Background: an optimization exercise with open tools, aiming at small area. Do not read the settings as production practice. Function was checked by simulation only, so behaviour that the tests miss may differ from the original. Power is estimated from default activity; no workload was simulated. The clock port is modelled as an ideal driver; clocking choices that lean on that would not hold on a real chip.

==> flow/design.v <==
`timescale 1ns/1ns
module AXI_Sram #(
    parameter   DATA_WIDTH  = 64,
                ADDR_WIDTH  = 32,
                ID_WIDTH    = 1,
                USER_WIDTH  = 1,
                STRB_WIDTH  = (DATA_WIDTH/8)
)(
    input                       ACLK,
    input                       ARESETn,
    input      [ADDR_WIDTH-1:0] AWADDR,
    input      [7:0]            AWLEN,
    input      [2:0]            AWSIZE,
    input      [1:0]            AWBURST,
    input                       AWVALID,
    output reg                  AWREADY,
    input      [DATA_WIDTH-1:0] WDATA,
    input      [STRB_WIDTH-1:0] WSTRB,
    input                       WLAST,
    input                       WVALID,
    output reg                  WREADY,
    output     [1:0]            BRESP,
    output reg                  BVALID,
    input                       BREADY,
    input      [ADDR_WIDTH-1:0] ARADDR,
    input      [7:0]            ARLEN,
    input      [2:0]            ARSIZE,
    input      [1:0]            ARBURST,
    input                       ARVALID,
    output reg                  ARREADY,
    output     [DATA_WIDTH-1:0] RDATA,
    output     [1:0]            RRESP,
    output reg                  RLAST,
    output reg                  RVALID,
    input                       RREADY,
    input                       bist_en,
    input                       dft_en,
    output                      bist_done,
    output reg [7:0]            bist_fail
);
    assign BRESP = 2'b00;
    assign RRESP = 2'b00;
    reg         wen;
    reg  [15:0] awaddr_start;
    reg  [7:0]  awlen;
    reg  [2:0]  awsize;
    reg         awcnt_flag;
    reg  [15:0] awcnt;
    reg  [15:0] awaddr;
    wire        aw_flag_next, aw_at_stop;
    wire [15:0] awcnt_next;
    wire [6:0]  aw_sum;
    burst_cnt u_awc(.start(awaddr_start), .len(awlen), .size(awsize), .flag(awcnt_flag), .cnt(awcnt),
                    .valid(AWVALID), .flag_next(aw_flag_next), .cnt_next(awcnt_next), .at_stop(aw_at_stop), .addr(aw_sum));
    always @(posedge ACLK or negedge ARESETn) begin
        if (!ARESETn) begin
            AWREADY    <= 1'b0;
            WREADY     <= 1'b0;
            BVALID     <= 1'b0;
            wen        <= 1'b0;
            awsize     <= 3'h0;
            awcnt_flag <= 1'b0;
        end
        else begin
            AWREADY <= AWVALID & ~AWREADY;
            if (AWREADY)
                WREADY <= 1'b1;
            else if (WVALID & WLAST)
                WREADY <= 1'b0;
            BVALID <= ~BVALID & WLAST;
            if (WLAST)
                wen <= 1'b0;
            else if (AWREADY)
                wen <= 1'b1;
            if (AWVALID)
                awsize <= AWSIZE;
            awcnt_flag <= aw_flag_next;
        end
    end
    always @(posedge ACLK) begin
        if (AWVALID) begin
            awaddr_start <= AWADDR[15:0];
            awlen        <= AWLEN;
        end
        awcnt  <= awcnt_next;
        awaddr <= {aw_sum[6], 9'h0, aw_sum[5:0]};
    end
    reg  [15:0] araddr_start;
    reg  [7:0]  arlen;
    reg  [2:0]  arsize;
    reg         ar_loaded;       
    reg         arcnt_flag;
    reg  [15:0] arcnt;
    reg  [31:0] rdata_r;
    wire        ar_flag_next, ar_at_stop;
    wire [15:0] arcnt_next;
    wire [6:0]  ar_sum;
    burst_cnt u_arc(.start(araddr_start), .len(arlen), .size(arsize), .flag(arcnt_flag), .cnt(arcnt),
                    .valid(ARVALID), .flag_next(ar_flag_next), .cnt_next(arcnt_next), .at_stop(ar_at_stop), .addr(ar_sum));
    wire [15:0] araddr = {ar_sum[6] & ar_loaded, 9'h0, ar_sum[5:0] & {6{ar_loaded}}};    
    wire [2:0]  arsize_e = arsize & {3{ar_loaded}};
    wire [31:0] rdata_next;
    always @(posedge ACLK or negedge ARESETn) begin
        if (!ARESETn) begin
            ARREADY      <= 1'b0;
            RVALID       <= 1'b0;
            RLAST        <= 1'b0;
            ar_loaded    <= 1'b0;
            arcnt_flag   <= 1'b0;
            arcnt        <= 16'h0;
            rdata_r      <= 32'h0;
        end
        else begin
            ARREADY <= ARVALID & ~ARREADY;
            RVALID  <= ARREADY;
            RLAST   <= RREADY & (ar_at_stop | ~ar_loaded);
            if (ARVALID)
                ar_loaded <= 1'b1;
            arcnt_flag <= ar_flag_next;
            arcnt      <= arcnt_next;
            rdata_r <= rdata_next;       
        end
    end
    always @(posedge ACLK)
        if (ARVALID) begin
            araddr_start <= ARADDR[15:0];
            arlen        <= ARLEN;
            arsize       <= ARSIZE;
        end
    assign RDATA = {32'h0, rdata_r};
    wire        s_bank = wen ? awaddr[15]  : araddr[15];
    wire [3:0]  s_word = wen ? awaddr[5:2] : araddr[5:2];
    wire [1:0]  s_byte = wen ? awaddr[1:0] : araddr[1:0];
    wire [2:0]  s_size = wen ? awsize      : arsize_e;
    reg  [3:0]  s_csn;
    always @(*) begin
        case (s_size)
            3'b000:  s_csn = ~(4'b0001 << s_byte);
            3'b001:  s_csn = s_byte[1] ? 4'b0011 : 4'b1100;
            3'b010:  s_csn = 4'b0000;
            default: s_csn = 4'b1111;
        endcase
    end
    wire [31:0] wdata;
    assign wdata[7:0]   = WDATA[7:0];
    assign wdata[15:8]  = (awsize == 3'h0) ? 8'h0 : WDATA[15:8];
    assign wdata[31:16] = (awsize == 3'h0 || awsize == 3'h1) ? 16'h0 : WDATA[31:16];
    localparam IDEL1       = 5'b00000;
    localparam P1_WRITE0   = 5'b11000;
    localparam IDEL2       = 5'b00010;
    localparam P2_READ0    = 5'b01000;
    localparam P2_COMPARE0 = 5'b10000;
    localparam P2_WRITE1   = 5'b11001;
    localparam IDEL3       = 5'b00001;
    localparam P3_READ1    = 5'b01001;
    localparam P3_COMPARE1 = 5'b10001;
    localparam P3_WRITE0   = 5'b11010;
    localparam P3_READ0    = 5'b01010;
    localparam P3_COMPARE0 = 5'b10010;
    localparam P3_WRITE1   = 5'b11011;
    localparam IDEL4       = 5'b00011;
    localparam P4_READ1    = 5'b01011;
    localparam P4_COMPARE1 = 5'b10011;
    localparam P4_WRITE0   = 5'b11100;
    localparam IDEL5       = 5'b00101;
    localparam P5_READ0    = 5'b01100;
    localparam P5_COMPARE0 = 5'b10100;
    localparam P5_WRITE1   = 5'b11101;
    localparam P5_READ1    = 5'b01101;
    localparam P5_COMPARE1 = 5'b10101;
    localparam P5_WRITE0   = 5'b11110;
    localparam IDEL6       = 5'b00100;
    localparam P6_READ0    = 5'b01110;
    localparam P6_COMPARE0 = 5'b10110;
    reg  [4:0]  cstate, nstate;
    reg  [3:0]  test_addr;
    reg         r_end;
    reg         up1_down0, count_en, r_end_en, pattern_sel, test_addr_rst;
    reg         rf_start, check_en, wen_test;
    wire        t_full = (test_addr == 4'hf);
    wire        t_zero = (test_addr == 4'h0);
    always @(*) begin
        up1_down0     = 1'b1;
        count_en      = 1'b0;
        r_end_en      = 1'b0;
        pattern_sel   = 1'b0;
        test_addr_rst = 1'b0;
        rf_start      = 1'b0;
        check_en      = 1'b0;
        wen_test      = 1'b1;
        nstate        = cstate;
        case (cstate)
            IDEL1: begin
                test_addr_rst = 1'b1;
                if (!r_end) begin
                    nstate   = P1_WRITE0;
                    rf_start = 1'b1;
                end
            end
            P1_WRITE0: begin
                count_en = 1'b1;
                wen_test = 1'b0;
                if (t_full) begin
                    nstate        = IDEL2;
                    test_addr_rst = 1'b1;
                    up1_down0     = 1'b0;
                end
            end
            IDEL2: begin
                up1_down0     = 1'b0;
                test_addr_rst = 1'b1;
                nstate        = P2_READ0;
            end
            P2_READ0:    nstate = P2_COMPARE0;
            P2_COMPARE0: begin
                check_en = 1'b1;
                nstate   = P2_WRITE1;
            end
            P2_WRITE1: begin
                up1_down0   = 1'b0;
                count_en    = 1'b1;
                wen_test    = 1'b0;
                pattern_sel = 1'b1;
                if (t_zero) begin
                    nstate        = IDEL3;
                    test_addr_rst = 1'b1;
                    up1_down0     = 1'b1;
                end
                else
                    nstate = P2_READ0;
            end
            IDEL3: begin
                pattern_sel   = 1'b1;
                test_addr_rst = 1'b1;
                nstate        = P3_READ1;
            end
            P3_READ1:    nstate = P3_COMPARE1;
            P3_COMPARE1: begin
                pattern_sel = 1'b1;
                check_en    = 1'b1;
                nstate      = P3_WRITE0;
            end
            P3_WRITE0: begin
                wen_test = 1'b0;
                nstate   = P3_READ0;
            end
            P3_READ0:    nstate = P3_COMPARE0;
            P3_COMPARE0: begin
                check_en = 1'b1;
                nstate   = P3_WRITE1;
            end
            P3_WRITE1: begin
                wen_test    = 1'b0;
                pattern_sel = 1'b1;
                count_en    = 1'b1;
                if (t_full) begin
                    nstate        = IDEL4;
                    test_addr_rst = 1'b1;
                end
                else
                    nstate = P3_READ1;
            end
            IDEL4: begin
                pattern_sel   = 1'b1;
                test_addr_rst = 1'b1;
                nstate        = P4_READ1;
            end
            P4_READ1:    nstate = P4_COMPARE1;
            P4_COMPARE1: begin
                pattern_sel = 1'b1;
                check_en    = 1'b1;
                nstate      = P4_WRITE0;
            end
            P4_WRITE0: begin
                wen_test = 1'b0;
                count_en = 1'b1;
                if (t_full) begin
                    nstate        = IDEL5;
                    test_addr_rst = 1'b1;
                end
                else
                    nstate = P4_READ1;
            end
            IDEL5: begin
                pattern_sel   = 1'b1;
                test_addr_rst = 1'b1;
                nstate        = P5_READ0;
            end
            P5_READ0:    nstate = P5_COMPARE0;
            P5_COMPARE0: begin
                check_en = 1'b1;
                nstate   = P5_WRITE1;
            end
            P5_WRITE1: begin
                wen_test    = 1'b0;
                pattern_sel = 1'b1;
                nstate      = P5_READ1;
            end
            P5_READ1:    nstate = P5_COMPARE1;
            P5_COMPARE1: begin
                pattern_sel = 1'b1;
                check_en    = 1'b1;
                nstate      = P5_WRITE0;
            end
            P5_WRITE0: begin
                wen_test = 1'b0;
                count_en = 1'b1;
                if (t_full) begin
                    nstate        = IDEL6;
                    test_addr_rst = 1'b1;
                end
                else
                    nstate = P5_READ0;
            end
            IDEL6: begin
                test_addr_rst = 1'b1;
                nstate        = P6_READ0;
            end
            P6_READ0:    nstate = P6_COMPARE0;
            P6_COMPARE0: begin
                check_en = 1'b1;
                count_en = 1'b1;
                if (t_full) begin
                    nstate        = IDEL1;
                    test_addr_rst = 1'b1;
                    r_end_en      = 1'b1;
                end
                else
                    nstate = P6_READ0;
            end
            default: begin
                nstate        = IDEL1;
                test_addr_rst = 1'b1;
            end
        endcase
    end
    assign bist_done = r_end;
    wire [7:0]  lane_mismatch;
    always @(posedge ACLK or negedge ARESETn) begin
        if (!ARESETn) begin
            cstate    <= IDEL1;
            test_addr <= 4'h0;
            r_end     <= 1'b0;
            bist_fail <= 8'hff;
        end
        else if (bist_en) begin
            cstate <= nstate;
            r_end  <= r_end_en;
            if (test_addr_rst)
                test_addr <= up1_down0 ? 4'h0 : 4'hf;
            else if (count_en)
                test_addr <= up1_down0 ? test_addr + 4'h1 : test_addr - 4'h1;
            if (check_en)
                bist_fail <= bist_fail | lane_mismatch;
            else if (rf_start)
                bist_fail <= 8'h00;
        end
    end
    wire        e_wen  = bist_en ? wen_test  : ~wen;      
    wire [3:0]  e_a    = bist_en ? test_addr : s_word;
    wire [7:0]  e_csn  = bist_en ? 8'h00 :
                         (s_bank ? {s_csn, 4'hf} : {4'hf, s_csn});
    wire [31:0] e_d    = bist_en ? {32{pattern_sel}} : wdata;
    reg  [7:0]  mem  [0:127];
    reg  [3:0]  last_a [0:7];
    wire [7:0]  m_rd [0:7];      
    wire [15:0] ndw;
    dec16n u_wdec(.a(e_a), .n(ndw));
    genvar L, W, B;
    generate
        for (L = 0; L < 8; L = L + 1) begin : g_lane
            wire lane_acc = ~e_csn[L];
            always @(posedge ACLK)
                if (lane_acc)
                    last_a[L] <= e_a;
            wire nwl;
            g_or2 u_nwl(.a(e_csn[L]), .b(e_wen), .y(nwl));
            for (W = 0; W < 16; W = W + 1) begin : g_word
                wire we;
                g_nor2 u_we(.a(nwl), .b(ndw[W]), .y(we));
                always @(posedge ACLK)
                    if (we)
                        mem[L*16+W] <= e_d[(L%4)*8 +: 8];
            end
            wire [15:0] rs;
            dec16m u_rdec(.acc(lane_acc), .a(e_a), .b(last_a[L]), .s(rs));
            for (B = 0; B < 8; B = B + 1) begin : g_bit
                wire [15:0] col;
                for (W = 0; W < 16; W = W + 1) begin : g_c
                    assign col[W] = mem[L*16+W][B];
                end
                sel16 u_sel(.d(col), .s(rs), .y(m_rd[L][B]));
            end
        end
    endgenerate
    reg  [31:0] dft_x;
    reg  [7:0]  dft_csn;
    reg         dft_wen;
    wire [31:0] x_next;
    genvar J;
    generate
        for (J = 0; J < 4; J = J + 1) begin : g_x
            wire [7:0] d = e_d[J*8 +: 8];
            assign x_next[J*8 +: 8] = {d[7], d[6] ^ e_wen, d[5], d[4], d[3:0] ^ e_a};
        end
    endgenerate
    reg         dft_valid;
    always @(posedge ACLK or negedge ARESETn) begin
        if (!ARESETn)
            dft_valid <= 1'b0;
        else if (dft_en)
            dft_valid <= 1'b1;
    end
    always @(posedge ACLK)
        if (dft_en) begin
            dft_x   <= x_next;
            dft_csn <= e_csn;
            dft_wen <= e_wen;
        end
    rdpath u_rd(.dft_en(dft_en), .dft_valid(dft_valid), .pattern_sel(pattern_sel), .dft_csn(dft_csn), .dft_x(dft_x), .dft_wen(dft_wen),
      .RREADY(RREADY), .rdata_q(rdata_r),
      .m_rd0(m_rd[0]), .m_rd1(m_rd[1]), .m_rd2(m_rd[2]), .m_rd3(m_rd[3]), .m_rd4(m_rd[4]), .m_rd5(m_rd[5]), .m_rd6(m_rd[6]), .m_rd7(m_rd[7]),
      .s_bank(s_bank), .e_csn(e_csn), .e_wen(e_wen), .e_d(e_d), .lane_mismatch(lane_mismatch), .rdata_next(rdata_next));
endmodule
module rdpath(input dft_en, dft_valid, pattern_sel, input [7:0] dft_csn, input [31:0] dft_x, input dft_wen,
  input RREADY, input [31:0] rdata_q,
  input [7:0] m_rd0, m_rd1, m_rd2, m_rd3, m_rd4, m_rd5, m_rd6, m_rd7, input s_bank, input [7:0] e_csn, input e_wen, input [31:0] e_d,
  output [7:0] lane_mismatch, output [31:0] rdata_next);
    wire [7:0] m_rd [0:7];
    assign {m_rd[7],m_rd[6],m_rd[5],m_rd[4],m_rd[3],m_rd[2],m_rd[1],m_rd[0]} = {m_rd7,m_rd6,m_rd5,m_rd4,m_rd3,m_rd2,m_rd1,m_rd0};
    genvar L, J;
    wire [3:0] x_mis;
    generate
        for (J = 0; J < 4; J = J + 1) begin : g_xm
            mis8 u_m(.d(dft_x[J*8 +: 8]), .p(pattern_sel), .y(x_mis[J]));
        end
        for (L = 0; L < 8; L = L + 1) begin : g_cmp
            wire m_mis;
            mis8 u_m(.d(m_rd[L]), .p(pattern_sel), .y(m_mis));
            assign lane_mismatch[L] = dft_en ?
                (dft_valid ? (dft_csn[L] | x_mis[L%4]) : pattern_sel) : m_mis;
        end
    endgenerate
    wire s_h, d_sel, nd_sel, msel, nm_hi, nm_lo;
    rd_com u_c(.RREADY(RREADY), .dft_en(dft_en), .dft_valid(dft_valid), .s_bank(s_bank),
               .s_h(s_h), .d_sel(d_sel), .nd_sel(nd_sel), .msel(msel), .nm_hi(nm_hi), .nm_lo(nm_lo));
    generate
        for (J = 0; J < 4; J = J + 1) begin : g_rd
            wire s_x, s_d, s_hi, s_lo, s_c7, s_c6;
            rd_sel u_s(.d_sel(d_sel), .nd_sel(nd_sel), .nm_hi(nm_hi), .nm_lo(nm_lo), .msel(msel), .s_bank(s_bank),
                       .csn_lo(e_csn[J]), .csn_hi(e_csn[J+4]), .e_wen(e_wen),
                       .dcsn_lo(dft_csn[J]), .dcsn_hi(dft_csn[J+4]), .dft_wen(dft_wen),
                       .s_x(s_x), .s_d(s_d), .s_hi(s_hi), .s_lo(s_lo), .s_c7(s_c7), .s_c6(s_c6));
            rd_byte u_b(.s_h(s_h), .s_x(s_x), .s_d(s_d), .s_hi(s_hi), .s_lo(s_lo), .s_c7(s_c7), .s_c6(s_c6),
                        .q(rdata_q[J*8 +: 8]), .x(dft_x[J*8 +: 8]), .d(e_d[J*8 +: 8]),
                        .m_hi(m_rd[J+4]), .m_lo(m_rd[J]), .y(rdata_next[J*8 +: 8]));
        end
    endgenerate
endmodule
module rd_sel(input d_sel, nd_sel, nm_hi, nm_lo, msel, s_bank, csn_lo, csn_hi, e_wen, dcsn_lo, dcsn_hi, dft_wen,
              output s_x, s_d, s_hi, s_lo, s_c7, s_c6);
    wire accn, byp, dcsn;
    g_mux2 u_acc(.s(s_bank), .a1(csn_hi), .a0(csn_lo), .y(accn));
    g_nor2 u_byp(.a(accn), .b(e_wen), .y(byp));
    g_mux2 u_dcs(.s(s_bank), .a1(dcsn_hi), .a0(dcsn_lo), .y(dcsn));
    g_nor2 u_sx(.a(nd_sel), .b(dcsn), .y(s_x));
    g_and2 u_c7(.a(d_sel), .b(dcsn), .y(s_c7));
    g_and2 u_c6(.a(s_c7), .b(dft_wen), .y(s_c6));
    g_and2 u_sd(.a(msel), .b(byp), .y(s_d));
    g_nor2 u_hi(.a(nm_hi), .b(byp), .y(s_hi));
    g_nor2 u_lo(.a(nm_lo), .b(byp), .y(s_lo));
endmodule
module rd_com(input RREADY, dft_en, dft_valid, s_bank, output s_h, d_sel, nd_sel, msel, nm_hi, nm_lo);
    assign s_h    = ~RREADY;
    assign d_sel  = RREADY & dft_en & dft_valid;
    assign nd_sel = ~d_sel;
    assign msel   = RREADY & ~dft_en;
    assign nm_hi  = ~(msel & s_bank);
    assign nm_lo  = ~(msel & ~s_bank);
endmodule
module g_mux2(input s, a1, a0, output y);
    assign y = s ? a1 : a0;
endmodule
module rd_byte(input s_h, s_x, s_d, s_hi, s_lo, s_c7, s_c6, input [7:0] q, x, d, m_hi, m_lo, output [7:0] y);
    genvar k;
    for (k = 0; k < 8; k = k + 1) begin : g_k
        wire a, b;
        g_aoi222 u_a(.a1(s_h), .b1(q[k]), .a2(s_x), .b2(x[k]), .a3(s_d), .b3(d[k]), .y(a));
        if (k == 7) begin : g7
            g_aoi221 u_b(.a1(s_hi), .b1(m_hi[k]), .a2(s_lo), .b2(m_lo[k]), .c(s_c7), .y(b));
        end
        else if (k == 6) begin : g6
            g_aoi221 u_b(.a1(s_hi), .b1(m_hi[k]), .a2(s_lo), .b2(m_lo[k]), .c(s_c6), .y(b));
        end
        else begin : gl
            g_aoi22 u_b(.a1(s_hi), .b1(m_hi[k]), .a2(s_lo), .b2(m_lo[k]), .y(b));
        end
        g_nand2 u_o(.a(a), .b(b), .y(y[k]));
    end
endmodule
module mis8(input [7:0] d, input p, output y);
    assign y = p ? ~&d : |d;
endmodule
module g_aoi22(input a1, b1, a2, b2, output y);
    assign y = ~((a1 & b1) | (a2 & b2));
endmodule
module g_aoi221(input a1, b1, a2, b2, c, output y);
    assign y = ~((a1 & b1) | (a2 & b2) | c);
endmodule
module sel16(input [15:0] d, input [15:0] s, output y);
    wire [4:0] x;
    genvar i;
    for (i = 0; i < 5; i = i + 1) begin : g_a
        g_aoi222 u(.a1(s[3*i]), .b1(d[3*i]), .a2(s[3*i+1]), .b2(d[3*i+1]),
                   .a3(s[3*i+2]), .b3(d[3*i+2]), .y(x[i]));
    end
    wire n0, n1;
    g_nand3 u_n0(.a(x[0]), .b(x[1]), .c(x[2]), .y(n0));
    g_nand2 u_n1(.a(x[3]), .b(x[4]), .y(n1));
    g_ao211 u_o(.a1(s[15]), .a2(d[15]), .b(n0), .c(n1), .y(y));
endmodule
module dec16m(input acc, input [3:0] a, input [3:0] b, output [15:0] s);
    wire [3:0] rn, r;
    wire [3:0] nlo, nhi;
    genvar i;
    for (i = 0; i < 4; i = i + 1) begin : g_m
        g_muxi u_m(.s(acc), .a1(a[i]), .a0(b[i]), .y(rn[i]));
        g_inv  u_i(.a(rn[i]), .y(r[i]));
    end
    g_nand2 u_l0(.a(rn[1]), .b(rn[0]), .y(nlo[0]));
    g_nand2 u_l1(.a(rn[1]), .b(r[0]),  .y(nlo[1]));
    g_nand2 u_l2(.a(r[1]),  .b(rn[0]), .y(nlo[2]));
    g_nand2 u_l3(.a(r[1]),  .b(r[0]),  .y(nlo[3]));
    g_nand2 u_h0(.a(rn[3]), .b(rn[2]), .y(nhi[0]));
    g_nand2 u_h1(.a(rn[3]), .b(r[2]),  .y(nhi[1]));
    g_nand2 u_h2(.a(r[3]),  .b(rn[2]), .y(nhi[2]));
    g_nand2 u_h3(.a(r[3]),  .b(r[2]),  .y(nhi[3]));
    for (i = 0; i < 16; i = i + 1) begin : g_s
        g_nor2 u_s(.a(nlo[i%4]), .b(nhi[i/4]), .y(s[i]));
    end
endmodule
module dec16n(input [3:0] a, output [15:0] n);
    wire [3:0] an;
    wire [3:0] nlo, nhi;
    genvar i;
    for (i = 0; i < 4; i = i + 1) begin : g_i
        g_inv u_i(.a(a[i]), .y(an[i]));
    end
    g_nand2 u_l0(.a(an[1]), .b(an[0]), .y(nlo[0]));
    g_nand2 u_l1(.a(an[1]), .b(a[0]),  .y(nlo[1]));
    g_nand2 u_l2(.a(a[1]),  .b(an[0]), .y(nlo[2]));
    g_nand2 u_l3(.a(a[1]),  .b(a[0]),  .y(nlo[3]));
    g_nand2 u_h0(.a(an[3]), .b(an[2]), .y(nhi[0]));
    g_nand2 u_h1(.a(an[3]), .b(a[2]),  .y(nhi[1]));
    g_nand2 u_h2(.a(a[3]),  .b(an[2]), .y(nhi[2]));
    g_nand2 u_h3(.a(a[3]),  .b(a[2]),  .y(nhi[3]));
    for (i = 0; i < 16; i = i + 1) begin : g_n
        g_or2 u_n(.a(nlo[i%4]), .b(nhi[i/4]), .y(n[i]));
    end
endmodule
module g_aoi222(input a1, b1, a2, b2, a3, b3, output y);
    assign y = ~((a1 & b1) | (a2 & b2) | (a3 & b3));
endmodule
module g_ao211(input a1, a2, b, c, output y);
    assign y = (a1 & a2) | b | c;
endmodule
module g_nand2(input a, b, output y);
    assign y = ~(a & b);
endmodule
module g_nand3(input a, b, c, output y);
    assign y = ~(a & b & c);
endmodule
module g_or2(input a, b, output y);
    assign y = a | b;
endmodule
module g_nor2(input a, b, output y);
    assign y = ~(a | b);
endmodule
module g_inv(input a, output y);
    assign y = ~a;
endmodule
module g_muxi(input s, a1, a0, output y);
    assign y = ~(s ? a1 : a0);
endmodule
module burst_cnt(input [15:0] start, input [7:0] len, input [2:0] size, input flag, input [15:0] cnt,
                 input valid, output flag_next, output [15:0] cnt_next, output at_stop, output [6:0] addr);
    genvar k;
    wire s1, s2, so;
    size_dec u_sd(.size(size), .s1(s1), .s2(s2), .so(so));
    wire [9:0] nstop;
    g_nand2 u_ns0(.a(so), .b(len[0]), .y(nstop[0]));
    g_aoi22 u_ns1(.a1(so), .b1(len[1]), .a2(s1), .b2(len[0]), .y(nstop[1]));
    for (k = 2; k < 8; k = k + 1) begin : g_ns
        g_aoi222 u(.a1(so), .b1(len[k]), .a2(s1), .b2(len[k-1]), .a3(s2), .b3(len[k-2]), .y(nstop[k]));
    end
    g_aoi22 u_ns8(.a1(s1), .b1(len[7]), .a2(s2), .b2(len[6]), .y(nstop[8]));
    g_nand2 u_ns9(.a(s2), .b(len[7]), .y(nstop[9]));
    wire [9:0] eq;
    for (k = 0; k < 10; k = k + 1) begin : g_eq
        g_xor2 u(.a(cnt[k]), .b(nstop[k]), .y(eq[k]));
    end
    wire z1, z2, na, nb, nc;
    g_nor3  u_z1(.a(cnt[15]), .b(cnt[14]), .c(cnt[13]), .y(z1));
    g_nor3  u_z2(.a(cnt[12]), .b(cnt[11]), .c(cnt[10]), .y(z2));
    g_nand4 u_na(.a(eq[0]), .b(eq[1]), .c(eq[2]), .d(eq[3]), .y(na));
    g_nand4 u_nb(.a(eq[4]), .b(eq[5]), .c(eq[6]), .d(eq[7]), .y(nb));
    g_nand4 u_nc(.a(eq[8]), .b(eq[9]), .c(z1), .d(z2), .y(nc));
    g_nor3  u_st(.a(na), .b(nb), .c(nc), .y(at_stop));
    flag_nx u_fl(.valid(valid), .flag(flag), .len(len), .at_stop(at_stop), .flag_next(flag_next));
    wire [15:0] t;
    wire [16:0] c;
    wire e1, e2;
    g_ha  u_i0(.a(cnt[0]), .b(so), .s(t[0]), .c(c[1]));
    g_or2 u_e1(.a(s1), .b(c[1]), .y(e1));
    g_ha  u_i1(.a(cnt[1]), .b(e1), .s(t[1]), .c(c[2]));
    g_or2 u_e2(.a(s2), .b(c[2]), .y(e2));
    g_ha  u_i2(.a(cnt[2]), .b(e2), .s(t[2]), .c(c[3]));
    for (k = 3; k < 15; k = k + 1) begin : g_inc
        g_ha u(.a(cnt[k]), .b(c[k]), .s(t[k]), .c(c[k+1]));
    end
    g_xor2 u_i15(.a(cnt[15]), .b(c[15]), .y(t[15]));
    for (k = 0; k < 16; k = k + 1) begin : g_clr
        g_and2 u(.a(flag), .b(t[k]), .y(cnt_next[k]));
    end
    wire [15:0] ac;
    g_ha u_a0(.a(start[0]), .b(cnt[0]), .s(addr[0]), .c(ac[1]));
    for (k = 1; k < 6; k = k + 1) begin : g_add
        g_fa u(.a(start[k]), .b(cnt[k]), .ci(ac[k]), .s(addr[k]), .co(ac[k+1]));
    end
    for (k = 6; k < 15; k = k + 1) begin : g_cy
        g_maj u(.a(start[k]), .b(cnt[k]), .c(ac[k]), .y(ac[k+1]));
    end
    wire x15;
    g_xor2 u_x15a(.a(start[15]), .b(cnt[15]), .y(x15));
    g_xor2 u_x15b(.a(x15), .b(ac[15]), .y(addr[6]));
endmodule
module size_dec(input [2:0] size, output s1, s2, so);
    assign s1 = (size == 3'h1);
    assign s2 = (size == 3'h2);
    assign so = ~(s1 | s2);
endmodule
module flag_nx(input valid, flag, input [7:0] len, input at_stop, output flag_next);
    assign flag_next = valid | (flag & (len != 8'h0) & ~at_stop);
endmodule
module g_ha(input a, b, output s, c);
    assign s = a ^ b;
    assign c = a & b;
endmodule
module g_fa(input a, b, ci, output s, co);
    assign s  = a ^ b ^ ci;
    assign co = (a & b) | (a & ci) | (b & ci);
endmodule
module g_maj(input a, b, c, output y);
    assign y = (a & b) | (a & c) | (b & c);
endmodule
module g_xor2(input a, b, output y);
    assign y = a ^ b;
endmodule
module g_and2(input a, b, output y);
    assign y = a & b;
endmodule
module g_nor3(input a, b, c, output y);
    assign y = ~(a | b | c);
endmodule
module g_nand4(input a, b, c, d, output y);
    assign y = ~(a & b & c & d);
endmodule
==> flow/flow/run.sh <==
#!/bin/bash
# The standard ORFS flow (standard.sh): the synthesis unchanged, then the
# layout with:
#  - port buffers of the smallest buffer cell,
#  - a clock tree of larger sink clusters and no dummy loads,
#  - one tie cell per constant instead of one per constant output,
#  - the buffers ABC inserted removed at floorplan (REMOVE_ABC_BUFFERS),
#  - buffers of drive 6 and up kept out of the data-net repair (added to the
#    platform's don't-use list after synthesis).
# The tools' output goes to synth.log and flow.log in this folder; ORFS also
# keeps each step's log under orfs/logs/.
set -o pipefail
bash standard.sh synth > synth.log 2>&1 || exit 1
bash standard.sh \
  "DONT_USE_CELLS=sky130_fd_sc_hd__probe_p_8 sky130_fd_sc_hd__probec_p_8 sky130_fd_sc_hd__lpflow_bleeder_1 sky130_fd_sc_hd__lpflow_clkbufkapwr_1 sky130_fd_sc_hd__lpflow_clkbufkapwr_16 sky130_fd_sc_hd__lpflow_clkbufkapwr_2 sky130_fd_sc_hd__lpflow_clkbufkapwr_4 sky130_fd_sc_hd__lpflow_clkbufkapwr_8 sky130_fd_sc_hd__lpflow_clkinvkapwr_1 sky130_fd_sc_hd__lpflow_clkinvkapwr_16 sky130_fd_sc_hd__lpflow_clkinvkapwr_2 sky130_fd_sc_hd__lpflow_clkinvkapwr_4 sky130_fd_sc_hd__lpflow_clkinvkapwr_8 sky130_fd_sc_hd__lpflow_decapkapwr_12 sky130_fd_sc_hd__lpflow_decapkapwr_3 sky130_fd_sc_hd__lpflow_decapkapwr_4 sky130_fd_sc_hd__lpflow_decapkapwr_6 sky130_fd_sc_hd__lpflow_decapkapwr_8 sky130_fd_sc_hd__lpflow_inputiso0n_1 sky130_fd_sc_hd__lpflow_inputiso0p_1 sky130_fd_sc_hd__lpflow_inputiso1n_1 sky130_fd_sc_hd__lpflow_inputiso1p_1 sky130_fd_sc_hd__lpflow_inputisolatch_1 sky130_fd_sc_hd__lpflow_isobufsrc_1 sky130_fd_sc_hd__lpflow_isobufsrc_16 sky130_fd_sc_hd__lpflow_isobufsrc_2 sky130_fd_sc_hd__lpflow_isobufsrc_4 sky130_fd_sc_hd__lpflow_isobufsrc_8 sky130_fd_sc_hd__lpflow_isobufsrckapwr_16 sky130_fd_sc_hd__lpflow_lsbuf_lh_hl_isowell_tap_1 sky130_fd_sc_hd__lpflow_lsbuf_lh_hl_isowell_tap_2 sky130_fd_sc_hd__lpflow_lsbuf_lh_hl_isowell_tap_4 sky130_fd_sc_hd__lpflow_lsbuf_lh_isowell_4 sky130_fd_sc_hd__lpflow_lsbuf_lh_isowell_tap_1 sky130_fd_sc_hd__lpflow_lsbuf_lh_isowell_tap_2 sky130_fd_sc_hd__lpflow_lsbuf_lh_isowell_tap_4 sky130_fd_sc_hd__buf_6 sky130_fd_sc_hd__buf_8 sky130_fd_sc_hd__buf_12 sky130_fd_sc_hd__buf_16 sky130_fd_sc_hd__bufbuf_8 sky130_fd_sc_hd__bufbuf_16" \
  "BUFFER_PORTS_ARGS=-buffer_cell sky130_fd_sc_hd__buf_1" \
  "CTS_ARGS=-sink_clustering_enable -repair_clock_nets -dont_use_dummy_load -sink_clustering_size 30 -sink_clustering_max_diameter 80 -buf_list sky130_fd_sc_hd__clkbuf_16" \
  SKIP_REPAIR_TIE_FANOUT=1 REMOVE_ABC_BUFFERS=1 \
  finish > flow.log 2>&1
==> flow/standard.sh <==
#!/bin/bash
# synth_recipe.tcl (not shown) runs the flow's synth.tcl, then flattens the netlist and writes it again
# the make line also repeats each setting of config.mk as NAME=value (left out here)
make -C /OpenROAD-flow-scripts/flow DESIGN_CONFIG=/design/flow/config.mk WORK_HOME=/design/flow/orfs CLKGATE_MAP_FILE= SYNTH_SCRIPT=/design/flow/synth_recipe.tcl "${@:-finish}"
==> flow/config.mk <==
export PLATFORM = sky130hd
export DESIGN_NAME = AXI_Sram
export DESIGN_NICKNAME = AXI_Sram
export VERILOG_FILES = /design/flow/design.v
export SDC_FILE = /design/flow/constraint.sdc
export NUM_CORES = 4
export LEC_CHECK = 0
export CAP_MARGIN = 20
export CORE_MARGIN = 2
export CORE_UTILIZATION = 60
export GPL_TIMING_DRIVEN = 0
export PLACE_DENSITY = 0.8
export SLEW_MARGIN = 20
export SYNTH_HIERARCHICAL = 1
==> flow/constraint.sdc <==
create_clock -name core_clock -period 14.0 [get_ports {ACLK}]
set_input_delay 2.8000 -clock core_clock [delete_from_list [all_inputs] [get_ports {ACLK}]]
set_output_delay 2.8000 -clock core_clock [all_outputs]
set_load 0.01 [all_outputs]
==> qor.csv, run 1 <==
metric;value;unit
status;complete, no violations;
cts_resized;0;
power_density;187;mW/mm^2
synth_seq_cells;1251;
grt_max_degree;37;
critPathKind;reg -> reg;
clk-insertion-delay-late;0.67;ns
fillers;5394;
synthArstFlopShare;6.39;%
io_pins;255;
core;0.0804;sq mm
clk_pin_slew;0.10;ns
hold_buffers;0;
pwr-share-comb;32.5;%
routabilityCongestion;0.918;
period_share;74.9;%
worst_path_largest_cell_delay;0.85;ns
drive_gt1_share;7.13;%
worstMarginPinSlew;1.19;ns
p_int;6.20;mW
grt_use_total;27.9;%
post-place-ws;3.67;ns
postCtsSetupRepairBufs;0;
ir_drop;0.000120;V
ys_seq_area_share;75.9;%
synth_cell_types;74;
regToRegEndpoint;bist_fail[4];
slew-limit-headroom;20.7;%
worstPathMaxFanout;18;
die-width;289;microns
cp_num_cells;33;
vias;29500;
cts_tree;built;
start_kind;flop;
area_growth;6.33;%
setup-tns-final;0;ns
hold_viol;0;
setup_slack;3.51;ns
synth_edf_count;1148;
die_h;289;microns
crit_slowest_cell;a22oi_2;
clock.fmax;95.3;MHz
holdCritPathClass;reg -> reg;
dr.pass1.iters;9;
dp_hpwl;78.2;mm
grt_pass1_wl;174;mm
crit_buf_inv;3;
rows;104;
critical_path_required;14.59;ns
r2r_cells;33;
synth_area;0.0487;sq mm
cp.arrival;11.08;ns
maxSlewViolCount;0;
end_kind;flop;
p_leak;17.4;nW
cts_buffers;50;
switching_power;3.46;mW
finalNonFillerCells;4174;
grt_setup_unrepaired;false;
via_per_inst;7.07;
remaining_drc_errors;0;
initial_core_util;60.6;%
path_common_cell;maj3_2;
h-tree-depth;2;
drt-initial-drc-count;5438;
seq_power_share;50.3;%
setup.worst_path.end;bist_fail[4];
fin_nets;3331;
cts_root_buffer;clkbuf_16;
die_area;0.0835;sq mm
synth_cells;2963;
ant_nets;0;
r2r_slack;3.51;ns
wire_per_inst;28.2;microns
whs;0.429;ns
min_period;10.49;ns
timing.rr.start;araddr_start[0];
port_buffers;141;
dp_cells;4122;
ys_warn_count;11;
antenna_found_initial;4;
startpoint;araddr_start[0];
post_synth.cell_area_avg;16.4;sq um
clockBufferDepth;3;
grt_pass1_vias;28700;
wl;118;mm
overflow;0;
clkPwrFrac;17.2;%
max_cap_violations;0;
setup_violations;0;
ys.flop_type;edfxtp_1;
switching_share;35.8;%
crit_family;adder cells;
fin_skew;0.0919;ns
clock_sinks;1251;
## Yosys cell counts, drive strengths merged (17+ instances only)
library cell / n / area (sq um)
edfxtp: 1148 / 34500
a222oi: 364 / 3640
nor2: 313 / 1180
nand2: 254 / 953
nand3: 81 / 410
dfrtp: 72 / 1800
inv: 66 / 248
a211o: 64 / 561
buf: 52 / 360
and2: 44 / 275
xor2: 42 / 368
o21ai: 39 / 206
a21oi: 34 / 174
ha: 34 / 425
nor3: 34 / 200
mux2i: 33 / 330
a22oi: 31 / 378
or2: 30 / 188
dfxtp: 23 / 460
nand4: 22 / 138
maj3: 18 / 203
nor4: 17 / 196
## modules after synthesis (local to each module, per instance), a selection
module    flops+latches  cells
g_ao211               0      1
g_aoi22               0      1
g_aoi221              0      1
g_aoi222              0      1
g_fa                  0      1
g_inv                 0      1
g_muxi                0      1
g_nand2               0      1
g_nor2                0      1
g_or2                 0      1
g_xor2                0      1
mis8                  0      8
rd_com                0      6
rdpath                0     26
size_dec              0      5
## final cells by class
class	count	area, sq um	area share [%]
flip-flops and latches	1251	36900	71.4
multi-input cells	1587	11300	21.9
diodes	2	5.00	0.00967
inverters	66	248	0.478
clock buffers	50	1250	2.42
repair buffers	158	663	1.28
well taps	1060	1330	2.56
## state kept, by name, indices dropped and copies added (netlist names), 16 cells and up
name,count
dft_x,32
awcnt,16
awaddr_start,16
arcnt,16
last_a,32
mem,1024
rdata_r,32
araddr_start,16
## stage by stage
step / cell area [sq um] / power (mW) / utilization (%)
2_1_floorplan: 48300 / 6.78 / -
3_3_place_gp: 50200 / 7.80 / 62.4
3_5_place_dp: 50500 / 7.98 / 62.8
4_1_cts: 51800 / 9.58 / 64.4
5_1_grt: 51800 / 10.0 / 64.4
6_report: 51800 / 9.66 / 64.4
## routing by layer
layer  wire [microns]  up-vias  GRT usage (%)
li1                 -    12500              -
met1            42000    14600           38.6
met2            55600     2162           44.7
met3            14900      295           5.41
met4             5200        4           10.7
met5               23        -              0
## cells by family (layout without fill, tap and decap cells)
family	Yosys count	count (layout)	synth area share, %
other	1	3	0.00770
buffers and inverters	125	274	1.30
AO/OA/AOI/OAI	600	600	11.4
XOR/XNOR	47	47	0.845
multiplexers	45	45	1.02
flip-flops	1251	1251	75.9
adder cells (fa/ha/maj)	63	63	1.74
AND/OR/NAND/NOR	831	831	7.81
## cells in the final DEF (no fill, tap or decap), types with 13 or more instances in the layout
cell type,instances
a21oi_1,29
and2_1,44
clkbuf_16,50
xor2_1,42
nor2_1,310
a211o_1,64
a22oi_2,29
nand2_1,229
a21o_1,13
nand2_2,24
nor3_1,28
dfrtp_1,72
dfxtp_1,23
or2_1,28
edfxtp_1,1148
ha_1,34
maj3_2,18
inv_1,63
buf_1,136
nand3_1,80
mux2i_1,33
buf_4,17
o21ai_0,14
a222oi_1,364
nand4_1,22
o21ai_1,14
## power groups by stage
| stage | Combinational (mW) | Clock (mW) | Sequential (mW) |
|---|---|---|---|
| after floorplan | 1.93 | 0 | 4.85 |
| after global placement | 2.87 | 0 | 4.93 |
| after detailed placement | 3.04 | 0 | 4.93 |
| after CTS | 3.05 | 1.68 | 4.85 |
| after global routing | 3.33 | 1.80 | 4.88 |
| final | 3.14 | 1.66 | 4.86 |
## worst min-delay path by stage
| stage | start | end | slack, ns | cells after the start |
|---|---|---|---|---|
| after global routing | ARREADY | RVALID | 0.44 | 0 |
| final | ARREADY | RVALID | 0.43 | 0 |
| after CTS | ARREADY | RVALID | 0.42 | 0 |
| after global placement | ARREADY | RVALID | 0.39 | 0 |
| after floorplan | ARREADY | RVALID | 0.44 | 0 |
| after detailed placement | ARREADY | RVALID | 0.40 | 0 |
==> run 2, diff against run 1 <==
==> flow/flow/run.sh (replaced) <==
#!/bin/bash
# The standard ORFS flow (standard.sh): the synthesis unchanged, then the
# layout with:
#  - port buffers of the smallest buffer cell,
#  - a clock tree of larger sink clusters and no dummy loads,
#  - one tie cell per constant instead of one per constant output,
#  - the buffers ABC inserted removed at floorplan (REMOVE_ABC_BUFFERS),
#  - buffers of drive 4 and up kept out of the data-net repair (added to the
#    platform's don't-use list after synthesis).
# The tools' output goes to synth.log and flow.log in this folder; ORFS also
# keeps each step's log under orfs/logs/.
set -o pipefail
bash standard.sh synth > synth.log 2>&1 || exit 1
bash standard.sh \
  "DONT_USE_CELLS=sky130_fd_sc_hd__probe_p_8 sky130_fd_sc_hd__probec_p_8 sky130_fd_sc_hd__lpflow_bleeder_1 sky130_fd_sc_hd__lpflow_clkbufkapwr_1 sky130_fd_sc_hd__lpflow_clkbufkapwr_16 sky130_fd_sc_hd__lpflow_clkbufkapwr_2 sky130_fd_sc_hd__lpflow_clkbufkapwr_4 sky130_fd_sc_hd__lpflow_clkbufkapwr_8 sky130_fd_sc_hd__lpflow_clkinvkapwr_1 sky130_fd_sc_hd__lpflow_clkinvkapwr_16 sky130_fd_sc_hd__lpflow_clkinvkapwr_2 sky130_fd_sc_hd__lpflow_clkinvkapwr_4 sky130_fd_sc_hd__lpflow_clkinvkapwr_8 sky130_fd_sc_hd__lpflow_decapkapwr_12 sky130_fd_sc_hd__lpflow_decapkapwr_3 sky130_fd_sc_hd__lpflow_decapkapwr_4 sky130_fd_sc_hd__lpflow_decapkapwr_6 sky130_fd_sc_hd__lpflow_decapkapwr_8 sky130_fd_sc_hd__lpflow_inputiso0n_1 sky130_fd_sc_hd__lpflow_inputiso0p_1 sky130_fd_sc_hd__lpflow_inputiso1n_1 sky130_fd_sc_hd__lpflow_inputiso1p_1 sky130_fd_sc_hd__lpflow_inputisolatch_1 sky130_fd_sc_hd__lpflow_isobufsrc_1 sky130_fd_sc_hd__lpflow_isobufsrc_16 sky130_fd_sc_hd__lpflow_isobufsrc_2 sky130_fd_sc_hd__lpflow_isobufsrc_4 sky130_fd_sc_hd__lpflow_isobufsrc_8 sky130_fd_sc_hd__lpflow_isobufsrckapwr_16 sky130_fd_sc_hd__lpflow_lsbuf_lh_hl_isowell_tap_1 sky130_fd_sc_hd__lpflow_lsbuf_lh_hl_isowell_tap_2 sky130_fd_sc_hd__lpflow_lsbuf_lh_hl_isowell_tap_4 sky130_fd_sc_hd__lpflow_lsbuf_lh_isowell_4 sky130_fd_sc_hd__lpflow_lsbuf_lh_isowell_tap_1 sky130_fd_sc_hd__lpflow_lsbuf_lh_isowell_tap_2 sky130_fd_sc_hd__lpflow_lsbuf_lh_isowell_tap_4 sky130_fd_sc_hd__buf_4 sky130_fd_sc_hd__buf_6 sky130_fd_sc_hd__buf_8 sky130_fd_sc_hd__buf_12 sky130_fd_sc_hd__buf_16 sky130_fd_sc_hd__bufbuf_8 sky130_fd_sc_hd__bufbuf_16" \
  "BUFFER_PORTS_ARGS=-buffer_cell sky130_fd_sc_hd__buf_1" \
  "CTS_ARGS=-sink_clustering_enable -repair_clock_nets -dont_use_dummy_load -sink_clustering_size 27 -sink_clustering_max_diameter 80 -buf_list sky130_fd_sc_hd__clkbuf_16" \
  SKIP_REPAIR_TIE_FANOUT=1 REMOVE_ABC_BUFFERS=1 \
  finish > flow.log 2>&1
==> qor.csv, run 2 <==
metric;value;unit;change
clk_pin_slew;0.11;ns;about the same
setup-tns-final;0;ns;unchanged
cp.arrival;11.11;ns;+0.03 ns
slew-limit-headroom;18.9;%;-1.8 points
cts_tree;built;;
die_area;0.0835;sq mm;unchanged
wl_met3;14.9;mm;-0.29%
remaining_drc_errors;0;;unchanged
dr.pass1.iters;10;;+1
die_h;289;microns;unchanged
routabilityCongestion;0.918;;unchanged
worst_path_largest_cell_delay;0.94;ns;+0.09 ns
worstPathMaxFanout;18;;unchanged
drive_gt1_share;7.22;%;+0.089 points
ys_seq_area_share;75.9;%;unchanged
die-width;289;microns;unchanged
rows;104;;unchanged
overflow;0;;unchanged
grt_use_total;28.1;%;+0.16 points
start_kind;flop;;
synthArstFlopShare;6.39;%;unchanged
ys.flop_type;edfxtp_1;;
highest_layer;met5;;
fin_nets;3334;;+0.090%
wl;119;mm;+0.71%
utilization;64.4;%;about the same
io_pins;255;;unchanged
ant_nets;0;;unchanged
synth_edf_count;1148;;unchanged
synth_cell_types;74;;unchanged
finalNonFillerCells;4177;;+0.072%
via_per_inst;7.06;;about the same
crit_slowest_cell;a22oi_2;;
fin_area;0.0518;sq mm;about the same
cts_resized;0;;unchanged
dp_hpwl;78.2;mm;about the same
clockBufferDepth;3;;unchanged
hold_buffers;0;;unchanged
h-tree-depth;2;;unchanged
ys_warn_count;11;;unchanged
grt_pass1_vias;29100;;+1.2%
area_growth;6.39;%;about the same
status;complete, no violations;;
dr_wl_met2;56.1;mm;+0.91%
synth_cells;2963;;unchanged
placed_area;0.0505;sq mm;about the same
path_common_cell;maj3_2;;
yosysTopAreaCellShare;70.8;%;unchanged
final_cell_mix;edfxtp_1 (1148), a222oi_1 (364), nor2_1 (310);;
critPathKind;reg -> reg;;
clk-insertion-delay-late;0.69;ns;+0.02 ns
initial_core_util;60.6;%;unchanged
post_synth.cell_area_avg;16.4;sq um;unchanged
critical_path_required;14.57;ns;-0.02 ns
postCtsSetupRepairBufs;0;;unchanged
cts_buffers;53;;+6.0%
dp_cells;4122;;unchanged
cts_root_buffer;clkbuf_16;;
grt_pass1_wl;175;mm;+0.63%
hold_viol;0;;unchanged
fin_skew;0.0945;ns;+0.00265 ns
synthTopCellsByArea;edfxtp_1 (71%), a222oi_1 (7.5%), dfrtp_1 (3.7%);;
max_cap_violations;0;;unchanged
regMostFlops;mem;;
antenna_found_initial;6;;+2
clock_sinks;1251;;unchanged
clock.fmax;94.9;MHz;-0.49%
synthTopCellsByCount;edfxtp_1 (1148), a222oi_1 (364), nor2_1 (311);;
ir_drop;0.000117;V;-2.0%
p_leak;17.4;nW;+0.14%
synth.most_common_cell;edfxtp_1;;
wire_per_inst;28.4;microns;+0.64%
met1Wirelength;42.6;mm;+1.2%
port_buffers;141;;unchanged
power;9.71;mW;+0.57%
grt_max_degree;37;;unchanged
worstMarginPinSlew;1.22;ns;+0.0267 ns
maxSlewViolCount;0;;unchanged
synth_seq_cells;1251;;unchanged
vias;29500;;-0.010%
holdCritPathClass;reg -> reg;;
core;0.0804;sq mm;unchanged
largest_reg_flops;1024;;unchanged
yosysTopAreaCell;edfxtp_1;;
final_common_cell;edfxtp_1;;
min_period;10.54;ns;+0.0519 ns
period_share;75.3;%;+0.37 points
synth_area;0.0487;sq mm;unchanged
setup_violations;0;;unchanged
grt_setup_unrepaired;false;;
drt-initial-drc-count;5430;;-0.15%
end_kind;flop;;
power_density;187;mW/mm^2;+0.51%
run 2: critical path, delay by kind of cell, from the launching register on:
kind / cells / cell delay, ns
adders and majority gates: 15 / 5.01
muxes: 1 / 0.43
buffers and inverters: 3 / 0.77
AOI/OAI and AO/OA: 7 / 2.73
and+or+nand+nor: 5 / 0.91
xor gates and xnor gates: 1 / 0.21
DFF: 1 / 0.43
run 2: cell families (layout without fill, tap and decap cells):
kind of cell	count (synthesis)	in the layout	share of synthesized area (%)
and+or+nand+nor	831	831	7.81
DFF	1251	1251	75.9
xor gates and xnor gates	47	47	0.845
buffers and inverters	125	277	1.30
other	1	3	0.00770
AOI/OAI and AO/OA	600	600	11.4
adders and majority gates	63	63	1.74
muxes	45	45	1.02
run 2: per-layer routing:
metal	vias up	track usage, %
li1	12500	-
met1	14600	38.1
met2	2107	45.0
met3	295	6.10
met4	4	11.3
met5	-	0
run 2: worst paths after layout:
kind,endpoint,start,depth (start not counted),slack (ns)
setup / recovery,bist_fail[4],arcnt[0],32,3.46
setup reg to reg,bist_fail[4],arcnt[0],32,3.46
hold reg to reg,RVALID,ARREADY,0,0.44
min in group asynchronous,arcnt_flag,ARESETn,1,2.21
hold / removal,RVALID,ARREADY,0,0.44
max in group asynchronous,rdata_r[27],ARESETn,3,9.79
run 2: area by class of cell:
class | count | area [sq um]
antenna | 2 | 5.00
clock buffer | 53 | 1330
fill | 5396 | 28600
inverter | 66 | 248
multi-input combinational | 1587 | 11300
sequential | 1251 | 36900
tap | 1060 | 1330
timing repair buffer | 158 | 621
run 2: metrics by stage:
step | setup WS [ns] | hold WS (ns)
global placement | 3.38 | 0.386
floorplan | 5.76 | 0.435
global route | 3.25 | 0.459
CTS | 3.70 | 0.442
finish | 3.46 | 0.439
detailed placement | 3.71 | 0.390
run 2: Yosys stat by module (local to each module, per instance), excerpt:
module,times used,cells inside
g_muxi,32,1
g_ao211,64,1
g_nor3,6,1
g_xor2,26,1
g_aoi221,8,1
g_and2,44,1
rd_com,1,6
g_ha,32,1
g_nand2,172,1
run 2: where the power goes:
| group | switching, mW | leakage, nW | total (mW) | internal, mW |
|---|---|---|---|---|
| combinational | 2.21 | 5.06 | 3.15 | 0.936 |
| clock | 1.03 | 0.653 | 1.71 | 0.678 |
| sequential | 0.241 | 11.7 | 4.86 | 4.62 |
==> run 3, diff against run 2 <==
--- a/flow/flow/run.sh
+++ b/flow/flow/run.sh
@@ -16,3 +16,3 @@
   "BUFFER_PORTS_ARGS=-buffer_cell sky130_fd_sc_hd__buf_1" \
-  "CTS_ARGS=-sink_clustering_enable -repair_clock_nets -dont_use_dummy_load -sink_clustering_size 27 -sink_clustering_max_diameter 80 -buf_list sky130_fd_sc_hd__clkbuf_16" \
+  "CTS_ARGS=-sink_clustering_enable -repair_clock_nets -dont_use_dummy_load -sink_clustering_size 30 -sink_clustering_max_diameter 80 -buf_list sky130_fd_sc_hd__clkbuf_16" \
   SKIP_REPAIR_TIE_FANOUT=1 REMOVE_ABC_BUFFERS=1 \
==> qor.csv, run 3 <==
metric;value;unit;change
cts_tree;built;;
p_leak;17.4;nW;-0.21%
port_buffers;141;;unchanged
postCtsSetupRepairBufs;0;;unchanged
h-tree-depth;2;;unchanged
synth_edf_count;1148;;unchanged
wl;118;mm;-0.34%
cts_root_buffer;clkbuf_16;;
via_per_inst;7.06;;about the same
period_share;75.7;%;+0.42 points
rows;104;;unchanged
power_density;187;mW/mm^2;-0.35%
critPathKind;reg -> reg;;
clockBufferDepth;3;;unchanged
die_area;0.0835;sq mm;unchanged
ys_warn_count;11;;unchanged
status;complete, no violations;;
clk-insertion-delay-late;0.68;ns;about the same
crit_buf_inv;3;;unchanged
dr.pass1.iters;8;;-2
routabilityCongestion;0.918;;unchanged
clock.fmax;94.4;MHz;-0.55%
fillers;5403;;+0.13%
die_h;289;microns;unchanged
hold_buffers;0;;unchanged
final_cell_mix;edfxtp_1 (1148), a222oi_1 (364), nor2_1 (310);;
maxSlewViolCount;0;;unchanged
hold_viol;0;;unchanged
synthTopCellsByArea;edfxtp_1 (71%), a222oi_1 (7.5%), dfrtp_1 (3.7%);;
setup-tns-final;0;ns;unchanged
overflow;0;;unchanged
grt_pass1_wl;174;mm;-0.57%
slew-limit-headroom;20.5;%;+1.6 points
critical_path_required;14.57;ns;about the same
start_kind;flop;;
yosysTopAreaCellShare;70.8;%;unchanged
cts_buffers;50;;-5.7%
post_synth.cell_area_avg;16.4;sq um;unchanged
fin_nets;3331;;-0.090%
fin_skew;0.0879;ns;-0.00664 ns
io_pins;255;;unchanged
grt_pass1_vias;28800;;-1.1%
remaining_drc_errors;0;;unchanged
worstMarginPinSlew;1.19;ns;-0.0235 ns
core;0.0804;sq mm;unchanged
ant_nets;0;;unchanged
cp.arrival;11.17;ns;+0.06 ns
clk_pin_slew;0.10;ns;about the same
whs;0.437;ns;-0.00225 ns
grt_max_degree;37;;unchanged
largest_reg_flops;1024;;unchanged
synthArstFlopShare;6.39;%;unchanged
end_kind;flop;;
synth_cells;2963;;unchanged
ys.flop_type;edfxtp_1;;
ys_seq_area_share;75.9;%;unchanged
dp_cells;4122;;unchanged
worstPathMaxFanout;18;;unchanged
area_growth;6.25;%;
path_common_cell;maj3_2;;
dp_hpwl;78.2;mm;unchanged
ir_drop;0.000119;V;+1.1%
vias;29500;;-0.017%
min_period;10.60;ns;+0.0585 ns
synth_area;0.0487;sq mm;unchanged
final_common_cell;edfxtp_1;;
initial_core_util;60.6;%;unchanged
synth_cell_types;74;;unchanged
grt_use_total;28.0;%;-0.089 points
wire_per_inst;28.3;microns;-0.32%
drive_gt1_share;7.13;%;-0.089 points
synth.most_common_cell;edfxtp_1;;
die-width;289;microns;unchanged
grt_setup_unrepaired;false;;
antenna_found_initial;4;;-2
clock_sinks;1251;;unchanged
finalNonFillerCells;4176;;-0.024%
yosysTopAreaCell;edfxtp_1;;
holdCritPathClass;reg -> reg;;
worst_path_largest_cell_delay;0.92;ns;-0.02 ns
utilization;64.3;%;-0.087 points
synthTopCellsByCount;edfxtp_1 (1148), a222oi_1 (364), nor2_1 (311);;
crit_slowest_cell;a22oi_2;;
crit_family;adder cells;;
synth_seq_cells;1251;;unchanged
drt-initial-drc-count;5333;;-1.8%
setup_violations;0;;unchanged
regMostFlops;mem;;
cts_resized;0;;unchanged
max_cap_violations;0;;unchanged
==> run 3: worst reg2reg max path, delay by kind of cell (launching register included) <==
kind,cells,cell delay [ns]
buffers and inverters,3,0.77
adders and majority gates,15,5.03
AOI/OAI and AO/OA,7,2.83
DFF,1,0.43
muxes,1,0.40
xor gates and xnor gates,1,0.21
and+or+nand+nor,6,0.88
==> run 3: final cells by class <==
| type | count | area [sq um] | area share, % |
|---|---|---|---|
| diodes | 4 | 10.0 | 0.0193 |
| multi-input cells | 1587 | 11300 | 21.9 |
| flip-flops and latches | 1251 | 36900 | 71.4 |
| well taps | 1060 | 1330 | 2.56 |
| clock buffers | 50 | 1250 | 2.42 |
| repair buffers | 158 | 621 | 1.20 |
| inverters | 66 | 248 | 0.479 |
==> run 3: modules after synthesis, one instance, submodules excluded, excerpt <==
module,cell area [sq um],cells inside
AXI_Sram,39000,1597
g_and2,6.26,1
g_aoi222,10.0,1
g_ha,12.5,1
g_inv,3.75,1
g_nand2,3.75,1
g_nand4,6.26,1
g_xor2,8.76,1
mis8,47.5,8
rdpath,156,26
size_dec,27.5,5
==> run 3: final timing paths <==
path	startpoint	endpoint	slack, ns	cells after the start
setup / recovery	arcnt[0]	bist_fail[4]	3.40	33
hold reg to reg	BVALID	BVALID	0.44	1
hold / removal	BVALID	BVALID	0.44	1
min in group asynchronous	ARESETn	arcnt[2]	2.18	1
setup reg to reg	arcnt[0]	bist_fail[4]	3.40	33
max in group asynchronous	ARESETn	rdata_r[24]	9.79	3
==> run 3: power breakdown <==
part / internal, mW / leakage [nW] / total, mW / switching [mW]
clock network: 0.642 / 0.616 / 1.66 / 1.02
registers: 4.62 / 11.7 / 4.86 / 0.242
logic: 0.936 / 5.06 / 3.14 / 2.21
total: 6.20 / 17.4 / 9.67 / 3.47
==> run 3: stage by stage <==
step	power [mW]	instance area [sq um]	setup WS (ns)
2_1_floorplan	6.78	48300	5.76
3_3_place_gp	7.80	50200	3.38
3_5_place_dp	7.97	50500	3.71
4_1_cts	9.57	51700	3.64
5_1_grt	10.0	51700	3.21
6_report	9.67	51700	3.40
==> run 3: kinds of logic (layout without fill, tap and decap cells) <==
group | count (synthesis) | count (layout) | synth area share (%)
fa+ha+maj | 63 | 63 | 1.74
xor+xnor | 47 | 47 | 0.845
buf+inv | 125 | 274 | 1.30
simple gates | 831 | 831 | 7.81
flops | 1251 | 1251 | 75.9
other cells | 1 | 5 | 0.00770
mux | 45 | 45 | 1.02
compound gates | 600 | 600 | 11.4
==> run 3: layer usage <==
layer	vias to the layer above	GRT usage [%]	wire, microns
met4	0	10.9	4790
met3	286	5.97	15100
li1	12500	-	-
met2	2176	44.7	55800
met1	14600	38.4	42600
met5	-	0	0

==> static timing again, ports no longer ideal <==
No port has a modelled driver above. Below, the same layouts with a new extraction and two added sets of constraints.
Step 1: set_driving_cell puts a clkbuf_16 on ACLK and a buf_2 on each other input, an assumption about the parent block.
Step 2 moves the port delays by t, midway between the first and last clock arrival at a register: inputs arrive t later, outputs are due t later. That takes back most of the time a late clock gives input paths.
Slacks: ideal / step 1 / step 2; pairs: ideal / step 1.
run | t (ns) | setup WS [ns] | worst data-port slew with drivers (ns)
run 1 | 0.682 | 3.512 / 3.512 / 3.512 | 0.11
run 2 | 0.707 | 3.460 / 3.460 / 3.460 | 0.09
run 3 | 0.694 | 3.401 / 3.401 / 3.401 | 0.09
After both steps setup and hold are still met in every run listed.
